From an optimization exercise on the open Yosys and OpenROAD flow, aimed at small area, a short achievable clock period and few clock cycles per item; shortcuts taken in it are not production practice.
RTL that was checked went through simulation tests only; none was proved equivalent to the original.

==> raven: inputs <==
// WallaceTreeMultiplier
module WallaceTreeMultiplier (
    input                   clk,
    input                   rst,
    input  logic [31:0]     a,
    input  logic [31:0]     b,
    input  logic            start,
    input  logic [1:0]      mul_type,
    output logic            done,
    output logic [63:0]     p
);
  localparam logic [2:0] IDLE = 3'd0, G0 = 3'd1, G1 = 3'd2, G2 = 3'd3, G3 = 3'd4,
                         FIN = 3'd5, DN = 3'd6;
  logic [2:0]  st;
  logic        done_q;   
  logic [32:0] A;        
  logic        corr;     
  logic [31:0] PB;       
  logic [32:0] S, C;  
  logic [7:0]  Ls, Lc;   
  logic        n3d;      
  wire sa = (mul_type == 2'b01) || (mul_type == 2'b10);
  wire sb = (mul_type == 2'b01);
  wire grp = (st == G0) || (st == G1) || (st == G2) || (st == G3);
  function automatic logic [2:0] benc(input logic x2, input logic x1, input logic x0);
    benc = {x2, (x2 & ~x1 & ~x0) | (~x2 & x1 & x0), x1 ^ x0};
  endfunction
  logic [3:0] neg;
  wire [8:0] bn = (st == IDLE) ? {b[7:0], 1'b0} : PB[15:7];
  logic [3:0] neg_l, one_l, two_l;
  always_ff @(posedge clk) begin
    for (int k = 0; k < 4; k++)
      {neg_l[k], two_l[k], one_l[k]} <= benc(bn[2*k+2], bn[2*k+1], bn[2*k]);
  end
  wire [3:0] neg_h = neg_l, one_h = one_l, two_h = two_l;
  assign neg = neg_l;
  wire [34:0] Ae = {A[32], A[32], A};
  wire [35:0] Ae2 = {Ae, 1'b0};
  wire [34:0] m0 = {({18{one_h[0]}} & Ae[34:17]) | ({18{two_h[0]}} & Ae2[34:17]),
                       ({17{one_l[0]}} & Ae[16:0]) | ({17{two_l[0]}} & Ae2[16:0])};
  wire [34:0] r0 = {~(m0[34] ^ neg_h[0]), m0[33:17] ^ {17{neg_h[0]}}, m0[16:0] ^ {17{neg_l[0]}}};
  wire [34:0] m1 = {({18{one_h[1]}} & Ae[34:17]) | ({18{two_h[1]}} & Ae2[34:17]),
  ...
==> flow/config.mk <==
export PLATFORM = sky130hd
export DESIGN_NAME = WallaceTreeMultiplier
export DESIGN_NICKNAME = WallaceTreeMultiplier
export VERILOG_FILES = /design/flow/design.v
export SDC_FILE = /design/flow/constraint.sdc
export NUM_CORES = 4
export LEC_CHECK = 0
export CAP_MARGIN = 20
export CORE_MARGIN = 2
export CORE_UTILIZATION = 40
export SLEW_MARGIN = 20
==> flow/constraint.sdc <==
create_clock -name core_clock -period 11.0 [get_ports {clk}]
set_input_delay 2.2000 -clock core_clock [delete_from_list [all_inputs] [get_ports {clk}]]
set_output_delay 2.2000 -clock core_clock [all_outputs]
set_load 0.01 [all_outputs]
standard.sh (not shown) runs the stock make flow with config.mk's settings and CLKGATE_MAP_FILE= SYNTH_SCRIPT=/design/flow/synth_recipe.tcl, a recipe that flattens the netlist after the stock synthesis.
==> flow/flow/run.sh <==
#!/bin/bash
# Standard layout, with timing repair asked to leave a larger setup margin,
# plain buffers (not delay buffers) on the ports, and no dummy clock loads.
export SETUP_SLACK_MARGIN=7.62
export BUFFER_PORTS_ARGS="-buffer_cell sky130_fd_sc_hd__buf_1"
export CTS_ARGS="-sink_clustering_enable -repair_clock_nets -dont_use_dummy_load"
bash standard.sh > standard_run.log 2>&1
==> harbor: changes against raven <==
--- a/flow/design.v
+++ b/flow/design.v
@@ -354,144 +354,214 @@
     g = {ax & ay, 1'b0};
     p = {ax ^ ay, 1'b0};
     begin
       logic [40:0] g0, p0;
       g0 = g; p0 = p;
       g[1] = g0[1] | (p0[1] & g0[0]); p[1] = p0[1] & p0[0];
+      g[2] = g0[2] | (p0[2] & g0[1]); p[2] = p0[2] & p0[1];
       g[3] = g0[3] | (p0[3] & g0[2]); p[3] = p0[3] & p0[2];
+      g[4] = g0[4] | (p0[4] & g0[3]); p[4] = p0[4] & p0[3];
       g[5] = g0[5] | (p0[5] & g0[4]); p[5] = p0[5] & p0[4];
+      g[6] = g0[6] | (p0[6] & g0[5]); p[6] = p0[6] & p0[5];
       g[7] = g0[7] | (p0[7] & g0[6]); p[7] = p0[7] & p0[6];
+      g[8] = g0[8] | (p0[8] & g0[7]); p[8] = p0[8] & p0[7];
       g[9] = g0[9] | (p0[9] & g0[8]); p[9] = p0[9] & p0[8];
+      g[10] = g0[10] | (p0[10] & g0[9]); p[10] = p0[10] & p0[9];
       g[11] = g0[11] | (p0[11] & g0[10]); p[11] = p0[11] & p0[10];
+      g[12] = g0[12] | (p0[12] & g0[11]); p[12] = p0[12] & p0[11];
       g[13] = g0[13] | (p0[13] & g0[12]); p[13] = p0[13] & p0[12];
+      g[14] = g0[14] | (p0[14] & g0[13]); p[14] = p0[14] & p0[13];
       g[15] = g0[15] | (p0[15] & g0[14]); p[15] = p0[15] & p0[14];
+      g[16] = g0[16] | (p0[16] & g0[15]); p[16] = p0[16] & p0[15];
       g[17] = g0[17] | (p0[17] & g0[16]); p[17] = p0[17] & p0[16];
+      g[18] = g0[18] | (p0[18] & g0[17]); p[18] = p0[18] & p0[17];
       g[19] = g0[19] | (p0[19] & g0[18]); p[19] = p0[19] & p0[18];
+      g[20] = g0[20] | (p0[20] & g0[19]); p[20] = p0[20] & p0[19];
       g[21] = g0[21] | (p0[21] & g0[20]); p[21] = p0[21] & p0[20];
+      g[22] = g0[22] | (p0[22] & g0[21]); p[22] = p0[22] & p0[21];
       g[23] = g0[23] | (p0[23] & g0[22]); p[23] = p0[23] & p0[22];
+      g[24] = g0[24] | (p0[24] & g0[23]); p[24] = p0[24] & p0[23];
       g[25] = g0[25] | (p0[25] & g0[24]); p[25] = p0[25] & p0[24];
+      g[26] = g0[26] | (p0[26] & g0[25]); p[26] = p0[26] & p0[25];
       g[27] = g0[27] | (p0[27] & g0[26]); p[27] = p0[27] & p0[26];
+      g[28] = g0[28] | (p0[28] & g0[27]); p[28] = p0[28] & p0[27];
       g[29] = g0[29] | (p0[29] & g0[28]); p[29] = p0[29] & p0[28];
+      g[30] = g0[30] | (p0[30] & g0[29]); p[30] = p0[30] & p0[29];
       g[31] = g0[31] | (p0[31] & g0[30]); p[31] = p0[31] & p0[30];
+      g[32] = g0[32] | (p0[32] & g0[31]); p[32] = p0[32] & p0[31];
       g[33] = g0[33] | (p0[33] & g0[32]); p[33] = p0[33] & p0[32];
+      g[34] = g0[34] | (p0[34] & g0[33]); p[34] = p0[34] & p0[33];
       g[35] = g0[35] | (p0[35] & g0[34]); p[35] = p0[35] & p0[34];
+      g[36] = g0[36] | (p0[36] & g0[35]); p[36] = p0[36] & p0[35];
       g[37] = g0[37] | (p0[37] & g0[36]); p[37] = p0[37] & p0[36];
+      g[38] = g0[38] | (p0[38] & g0[37]); p[38] = p0[38] & p0[37];
       g[39] = g0[39] | (p0[39] & g0[38]); p[39] = p0[39] & p0[38];
+      g[40] = g0[40] | (p0[40] & g0[39]); p[40] = p0[40] & p0[39];
     end
     begin
       logic [40:0] g0, p0;
       g0 = g; p0 = p;
+      g[2] = g0[2] | (p0[2] & g0[0]); p[2] = p0[2] & p0[0];
       g[3] = g0[3] | (p0[3] & g0[1]); p[3] = p0[3] & p0[1];
+      g[4] = g0[4] | (p0[4] & g0[2]); p[4] = p0[4] & p0[2];
       g[5] = g0[5] | (p0[5] & g0[3]); p[5] = p0[5] & p0[3];
+      g[6] = g0[6] | (p0[6] & g0[4]); p[6] = p0[6] & p0[4];
       g[7] = g0[7] | (p0[7] & g0[5]); p[7] = p0[7] & p0[5];
+      g[8] = g0[8] | (p0[8] & g0[6]); p[8] = p0[8] & p0[6];
       g[9] = g0[9] | (p0[9] & g0[7]); p[9] = p0[9] & p0[7];
+      g[10] = g0[10] | (p0[10] & g0[8]); p[10] = p0[10] & p0[8];
       g[11] = g0[11] | (p0[11] & g0[9]); p[11] = p0[11] & p0[9];
+      g[12] = g0[12] | (p0[12] & g0[10]); p[12] = p0[12] & p0[10];
       g[13] = g0[13] | (p0[13] & g0[11]); p[13] = p0[13] & p0[11];
+      g[14] = g0[14] | (p0[14] & g0[12]); p[14] = p0[14] & p0[12];
       g[15] = g0[15] | (p0[15] & g0[13]); p[15] = p0[15] & p0[13];
+      g[16] = g0[16] | (p0[16] & g0[14]); p[16] = p0[16] & p0[14];
       g[17] = g0[17] | (p0[17] & g0[15]); p[17] = p0[17] & p0[15];
+      g[18] = g0[18] | (p0[18] & g0[16]); p[18] = p0[18] & p0[16];
       g[19] = g0[19] | (p0[19] & g0[17]); p[19] = p0[19] & p0[17];
+      g[20] = g0[20] | (p0[20] & g0[18]); p[20] = p0[20] & p0[18];
       g[21] = g0[21] | (p0[21] & g0[19]); p[21] = p0[21] & p0[19];
+      g[22] = g0[22] | (p0[22] & g0[20]); p[22] = p0[22] & p0[20];
       g[23] = g0[23] | (p0[23] & g0[21]); p[23] = p0[23] & p0[21];
+      g[24] = g0[24] | (p0[24] & g0[22]); p[24] = p0[24] & p0[22];
       g[25] = g0[25] | (p0[25] & g0[23]); p[25] = p0[25] & p0[23];
+      g[26] = g0[26] | (p0[26] & g0[24]); p[26] = p0[26] & p0[24];
       g[27] = g0[27] | (p0[27] & g0[25]); p[27] = p0[27] & p0[25];
+      g[28] = g0[28] | (p0[28] & g0[26]); p[28] = p0[28] & p0[26];
       g[29] = g0[29] | (p0[29] & g0[27]); p[29] = p0[29] & p0[27];
+      g[30] = g0[30] | (p0[30] & g0[28]); p[30] = p0[30] & p0[28];
       g[31] = g0[31] | (p0[31] & g0[29]); p[31] = p0[31] & p0[29];
+      g[32] = g0[32] | (p0[32] & g0[30]); p[32] = p0[32] & p0[30];
       g[33] = g0[33] | (p0[33] & g0[31]); p[33] = p0[33] & p0[31];
+      g[34] = g0[34] | (p0[34] & g0[32]); p[34] = p0[34] & p0[32];
       g[35] = g0[35] | (p0[35] & g0[33]); p[35] = p0[35] & p0[33];
+      g[36] = g0[36] | (p0[36] & g0[34]); p[36] = p0[36] & p0[34];
       g[37] = g0[37] | (p0[37] & g0[35]); p[37] = p0[37] & p0[35];
+      g[38] = g0[38] | (p0[38] & g0[36]); p[38] = p0[38] & p0[36];
       g[39] = g0[39] | (p0[39] & g0[37]); p[39] = p0[39] & p0[37];
+      g[40] = g0[40] | (p0[40] & g0[38]); p[40] = p0[40] & p0[38];
     end
     begin
       logic [40:0] g0, p0;
       g0 = g; p0 = p;
+      g[4] = g0[4] | (p0[4] & g0[0]); p[4] = p0[4] & p0[0];
       g[5] = g0[5] | (p0[5] & g0[1]); p[5] = p0[5] & p0[1];
+      g[6] = g0[6] | (p0[6] & g0[2]); p[6] = p0[6] & p0[2];
       g[7] = g0[7] | (p0[7] & g0[3]); p[7] = p0[7] & p0[3];
+      g[8] = g0[8] | (p0[8] & g0[4]); p[8] = p0[8] & p0[4];
       g[9] = g0[9] | (p0[9] & g0[5]); p[9] = p0[9] & p0[5];
+      g[10] = g0[10] | (p0[10] & g0[6]); p[10] = p0[10] & p0[6];
       g[11] = g0[11] | (p0[11] & g0[7]); p[11] = p0[11] & p0[7];
+      g[12] = g0[12] | (p0[12] & g0[8]); p[12] = p0[12] & p0[8];
       g[13] = g0[13] | (p0[13] & g0[9]); p[13] = p0[13] & p0[9];
+      g[14] = g0[14] | (p0[14] & g0[10]); p[14] = p0[14] & p0[10];
       g[15] = g0[15] | (p0[15] & g0[11]); p[15] = p0[15] & p0[11];
+      g[16] = g0[16] | (p0[16] & g0[12]); p[16] = p0[16] & p0[12];
       g[17] = g0[17] | (p0[17] & g0[13]); p[17] = p0[17] & p0[13];
+      g[18] = g0[18] | (p0[18] & g0[14]); p[18] = p0[18] & p0[14];
       g[19] = g0[19] | (p0[19] & g0[15]); p[19] = p0[19] & p0[15];
+      g[20] = g0[20] | (p0[20] & g0[16]); p[20] = p0[20] & p0[16];
       g[21] = g0[21] | (p0[21] & g0[17]); p[21] = p0[21] & p0[17];
+      g[22] = g0[22] | (p0[22] & g0[18]); p[22] = p0[22] & p0[18];
       g[23] = g0[23] | (p0[23] & g0[19]); p[23] = p0[23] & p0[19];
+      g[24] = g0[24] | (p0[24] & g0[20]); p[24] = p0[24] & p0[20];
       g[25] = g0[25] | (p0[25] & g0[21]); p[25] = p0[25] & p0[21];
+      g[26] = g0[26] | (p0[26] & g0[22]); p[26] = p0[26] & p0[22];
       g[27] = g0[27] | (p0[27] & g0[23]); p[27] = p0[27] & p0[23];
+      g[28] = g0[28] | (p0[28] & g0[24]); p[28] = p0[28] & p0[24];
       g[29] = g0[29] | (p0[29] & g0[25]); p[29] = p0[29] & p0[25];
+      g[30] = g0[30] | (p0[30] & g0[26]); p[30] = p0[30] & p0[26];
       g[31] = g0[31] | (p0[31] & g0[27]); p[31] = p0[31] & p0[27];
+      g[32] = g0[32] | (p0[32] & g0[28]); p[32] = p0[32] & p0[28];
       g[33] = g0[33] | (p0[33] & g0[29]); p[33] = p0[33] & p0[29];
+      g[34] = g0[34] | (p0[34] & g0[30]); p[34] = p0[34] & p0[30];
       g[35] = g0[35] | (p0[35] & g0[31]); p[35] = p0[35] & p0[31];
+      g[36] = g0[36] | (p0[36] & g0[32]); p[36] = p0[36] & p0[32];
       g[37] = g0[37] | (p0[37] & g0[33]); p[37] = p0[37] & p0[33];
+      g[38] = g0[38] | (p0[38] & g0[34]); p[38] = p0[38] & p0[34];
       g[39] = g0[39] | (p0[39] & g0[35]); p[39] = p0[39] & p0[35];
+      g[40] = g0[40] | (p0[40] & g0[36]); p[40] = p0[40] & p0[36];
     end
     begin
       logic [40:0] g0, p0;
       g0 = g; p0 = p;
+      g[8] = g0[8] | (p0[8] & g0[0]); p[8] = p0[8] & p0[0];
       g[9] = g0[9] | (p0[9] & g0[1]); p[9] = p0[9] & p0[1];
+      g[10] = g0[10] | (p0[10] & g0[2]); p[10] = p0[10] & p0[2];
       g[11] = g0[11] | (p0[11] & g0[3]); p[11] = p0[11] & p0[3];
+      g[12] = g0[12] | (p0[12] & g0[4]); p[12] = p0[12] & p0[4];
       g[13] = g0[13] | (p0[13] & g0[5]); p[13] = p0[13] & p0[5];
+      g[14] = g0[14] | (p0[14] & g0[6]); p[14] = p0[14] & p0[6];
       g[15] = g0[15] | (p0[15] & g0[7]); p[15] = p0[15] & p0[7];
+      g[16] = g0[16] | (p0[16] & g0[8]); p[16] = p0[16] & p0[8];
       g[17] = g0[17] | (p0[17] & g0[9]); p[17] = p0[17] & p0[9];
+      g[18] = g0[18] | (p0[18] & g0[10]); p[18] = p0[18] & p0[10];
       g[19] = g0[19] | (p0[19] & g0[11]); p[19] = p0[19] & p0[11];
+      g[20] = g0[20] | (p0[20] & g0[12]); p[20] = p0[20] & p0[12];
       g[21] = g0[21] | (p0[21] & g0[13]); p[21] = p0[21] & p0[13];
+      g[22] = g0[22] | (p0[22] & g0[14]); p[22] = p0[22] & p0[14];
       g[23] = g0[23] | (p0[23] & g0[15]); p[23] = p0[23] & p0[15];
+      g[24] = g0[24] | (p0[24] & g0[16]); p[24] = p0[24] & p0[16];
       g[25] = g0[25] | (p0[25] & g0[17]); p[25] = p0[25] & p0[17];
+      g[26] = g0[26] | (p0[26] & g0[18]); p[26] = p0[26] & p0[18];
       g[27] = g0[27] | (p0[27] & g0[19]); p[27] = p0[27] & p0[19];
+      g[28] = g0[28] | (p0[28] & g0[20]); p[28] = p0[28] & p0[20];
       g[29] = g0[29] | (p0[29] & g0[21]); p[29] = p0[29] & p0[21];
+      g[30] = g0[30] | (p0[30] & g0[22]); p[30] = p0[30] & p0[22];
       g[31] = g0[31] | (p0[31] & g0[23]); p[31] = p0[31] & p0[23];
+      g[32] = g0[32] | (p0[32] & g0[24]); p[32] = p0[32] & p0[24];
       g[33] = g0[33] | (p0[33] & g0[25]); p[33] = p0[33] & p0[25];
+      g[34] = g0[34] | (p0[34] & g0[26]); p[34] = p0[34] & p0[26];
       g[35] = g0[35] | (p0[35] & g0[27]); p[35] = p0[35] & p0[27];
+      g[36] = g0[36] | (p0[36] & g0[28]); p[36] = p0[36] & p0[28];
       g[37] = g0[37] | (p0[37] & g0[29]); p[37] = p0[37] & p0[29];
+      g[38] = g0[38] | (p0[38] & g0[30]); p[38] = p0[38] & p0[30];
       g[39] = g0[39] | (p0[39] & g0[31]); p[39] = p0[39] & p0[31];
+      g[40] = g0[40] | (p0[40] & g0[32]); p[40] = p0[40] & p0[32];
     end
     begin
       logic [40:0] g0, p0;
       g0 = g; p0 = p;
+      g[16] = g0[16] | (p0[16] & g0[0]); p[16] = p0[16] & p0[0];
       g[17] = g0[17] | (p0[17] & g0[1]); p[17] = p0[17] & p0[1];
+      g[18] = g0[18] | (p0[18] & g0[2]); p[18] = p0[18] & p0[2];
       g[19] = g0[19] | (p0[19] & g0[3]); p[19] = p0[19] & p0[3];
+      g[20] = g0[20] | (p0[20] & g0[4]); p[20] = p0[20] & p0[4];
       g[21] = g0[21] | (p0[21] & g0[5]); p[21] = p0[21] & p0[5];
+      g[22] = g0[22] | (p0[22] & g0[6]); p[22] = p0[22] & p0[6];
       g[23] = g0[23] | (p0[23] & g0[7]); p[23] = p0[23] & p0[7];
+      g[24] = g0[24] | (p0[24] & g0[8]); p[24] = p0[24] & p0[8];
       g[25] = g0[25] | (p0[25] & g0[9]); p[25] = p0[25] & p0[9];
+      g[26] = g0[26] | (p0[26] & g0[10]); p[26] = p0[26] & p0[10];
       g[27] = g0[27] | (p0[27] & g0[11]); p[27] = p0[27] & p0[11];
+      g[28] = g0[28] | (p0[28] & g0[12]); p[28] = p0[28] & p0[12];
       g[29] = g0[29] | (p0[29] & g0[13]); p[29] = p0[29] & p0[13];
+      g[30] = g0[30] | (p0[30] & g0[14]); p[30] = p0[30] & p0[14];
       g[31] = g0[31] | (p0[31] & g0[15]); p[31] = p0[31] & p0[15];
+      g[32] = g0[32] | (p0[32] & g0[16]); p[32] = p0[32] & p0[16];
       g[33] = g0[33] | (p0[33] & g0[17]); p[33] = p0[33] & p0[17];
+      g[34] = g0[34] | (p0[34] & g0[18]); p[34] = p0[34] & p0[18];
       g[35] = g0[35] | (p0[35] & g0[19]); p[35] = p0[35] & p0[19];
+      g[36] = g0[36] | (p0[36] & g0[20]); p[36] = p0[36] & p0[20];
       g[37] = g0[37] | (p0[37] & g0[21]); p[37] = p0[37] & p0[21];
+      g[38] = g0[38] | (p0[38] & g0[22]); p[38] = p0[38] & p0[22];
       g[39] = g0[39] | (p0[39] & g0[23]); p[39] = p0[39] & p0[23];
+      g[40] = g0[40] | (p0[40] & g0[24]); p[40] = p0[40] & p0[24];
     end
     begin
       logic [40:0] g0, p0;
       g0 = g; p0 = p;
+      g[32] = g0[32] | (p0[32] & g0[0]); p[32] = p0[32] & p0[0];
       g[33] = g0[33] | (p0[33] & g0[1]); p[33] = p0[33] & p0[1];
+      g[34] = g0[34] | (p0[34] & g0[2]); p[34] = p0[34] & p0[2];
       g[35] = g0[35] | (p0[35] & g0[3]); p[35] = p0[35] & p0[3];
+      g[36] = g0[36] | (p0[36] & g0[4]); p[36] = p0[36] & p0[4];
       g[37] = g0[37] | (p0[37] & g0[5]); p[37] = p0[37] & p0[5];
+      g[38] = g0[38] | (p0[38] & g0[6]); p[38] = p0[38] & p0[6];
       g[39] = g0[39] | (p0[39] & g0[7]); p[39] = p0[39] & p0[7];
-    end
-    begin
-      logic [40:0] g0, p0;
-      g0 = g; p0 = p;
-      g[2] = g0[2] | (p0[2] & g0[1]); p[2] = p0[2] & p0[1];
-      g[4] = g0[4] | (p0[4] & g0[3]); p[4] = p0[4] & p0[3];
-      g[6] = g0[6] | (p0[6] & g0[5]); p[6] = p0[6] & p0[5];
-      g[8] = g0[8] | (p0[8] & g0[7]); p[8] = p0[8] & p0[7];
-      g[10] = g0[10] | (p0[10] & g0[9]); p[10] = p0[10] & p0[9];
-      g[12] = g0[12] | (p0[12] & g0[11]); p[12] = p0[12] & p0[11];
-      g[14] = g0[14] | (p0[14] & g0[13]); p[14] = p0[14] & p0[13];
-      g[16] = g0[16] | (p0[16] & g0[15]); p[16] = p0[16] & p0[15];
-      g[18] = g0[18] | (p0[18] & g0[17]); p[18] = p0[18] & p0[17];
-      g[20] = g0[20] | (p0[20] & g0[19]); p[20] = p0[20] & p0[19];
-      g[22] = g0[22] | (p0[22] & g0[21]); p[22] = p0[22] & p0[21];
-      g[24] = g0[24] | (p0[24] & g0[23]); p[24] = p0[24] & p0[23];
-      g[26] = g0[26] | (p0[26] & g0[25]); p[26] = p0[26] & p0[25];
-      g[28] = g0[28] | (p0[28] & g0[27]); p[28] = p0[28] & p0[27];
-      g[30] = g0[30] | (p0[30] & g0[29]); p[30] = p0[30] & p0[29];
-      g[32] = g0[32] | (p0[32] & g0[31]); p[32] = p0[32] & p0[31];
-      g[34] = g0[34] | (p0[34] & g0[33]); p[34] = p0[34] & p0[33];
-      g[36] = g0[36] | (p0[36] & g0[35]); p[36] = p0[36] & p0[35];
-      g[38] = g0[38] | (p0[38] & g0[37]); p[38] = p0[38] & p0[37];
-      g[40] = g0[40] | (p0[40] & g0[39]); p[40] = p0[40] & p0[39];
+      g[40] = g0[40] | (p0[40] & g0[8]); p[40] = p0[40] & p0[8];
     end
     ad_s = (ax ^ ay) ^ g[39:0];
     ad_co = g[40];
     ad_c = g;
   end
   wire [7:0] lo = ad_s[7:0];
==> flow/flow/run.sh (replaced) <==
#!/bin/bash
# Standard layout, with timing repair asked to leave a larger setup margin,
# plain buffers (not delay buffers) on the ports, and no dummy clock loads.
export SETUP_SLACK_MARGIN=7.7
export BUFFER_PORTS_ARGS="-buffer_cell sky130_fd_sc_hd__buf_1"
export CTS_ARGS="-sink_clustering_enable -repair_clock_nets -dont_use_dummy_load"
bash standard.sh > standard_run.log 2>&1
==> notes <==
Clock-buffer cell count is the same in harbor and raven. Against harbor, the sequential share of layout area of raven is higher by 0.28 points. In harbor the cell count is higher than in raven, by 5.0%. First-iteration DRC count: raven is lower than harbor (16%). In harbor the routed wire length is larger than in raven, by about 8%. Global-route usage: harbor is higher than raven (1.2 points). Against harbor, the maximum frequency of raven is lower by about 14%.
Testbench counts of harbor, summed over its fixed seeds: cycles 15,028, items 2,000.
For raven, only the layout was checked, not whether the RTL still works.

-- re-timing with driven ports --
The results above use ideal ports. As a check the final layouts listed here were re-extracted and re-timed, cells and wires unchanged. Step 1, drivers: a clkbuf_16 drives clk and a buf_2 each remaining input, both assumed. Step 2 times the ports against the registers' clock, not the clock port: input delays grow and output delays shrink by t, the midpoint of the rising clock arrivals with the driver on. Slacks: ideal / step 1 / step 2; pairs: ideal / step 1.
| run | t, ns | slack for setup (ns) | clock arrival spread, ns | worst register clock-pin slew, ns |
|---|---|---|---|---|
| raven | 0.493 | 7.149 / 7.149 / 7.149 | 0.033 / 0.033 | 0.08 / 0.08 |
| harbor | 0.489 | 7.693 / 7.677 / 7.693 | 0.034 / 0.035 | 0.08 / 0.08 |
After both steps every run listed still meets setup and hold.
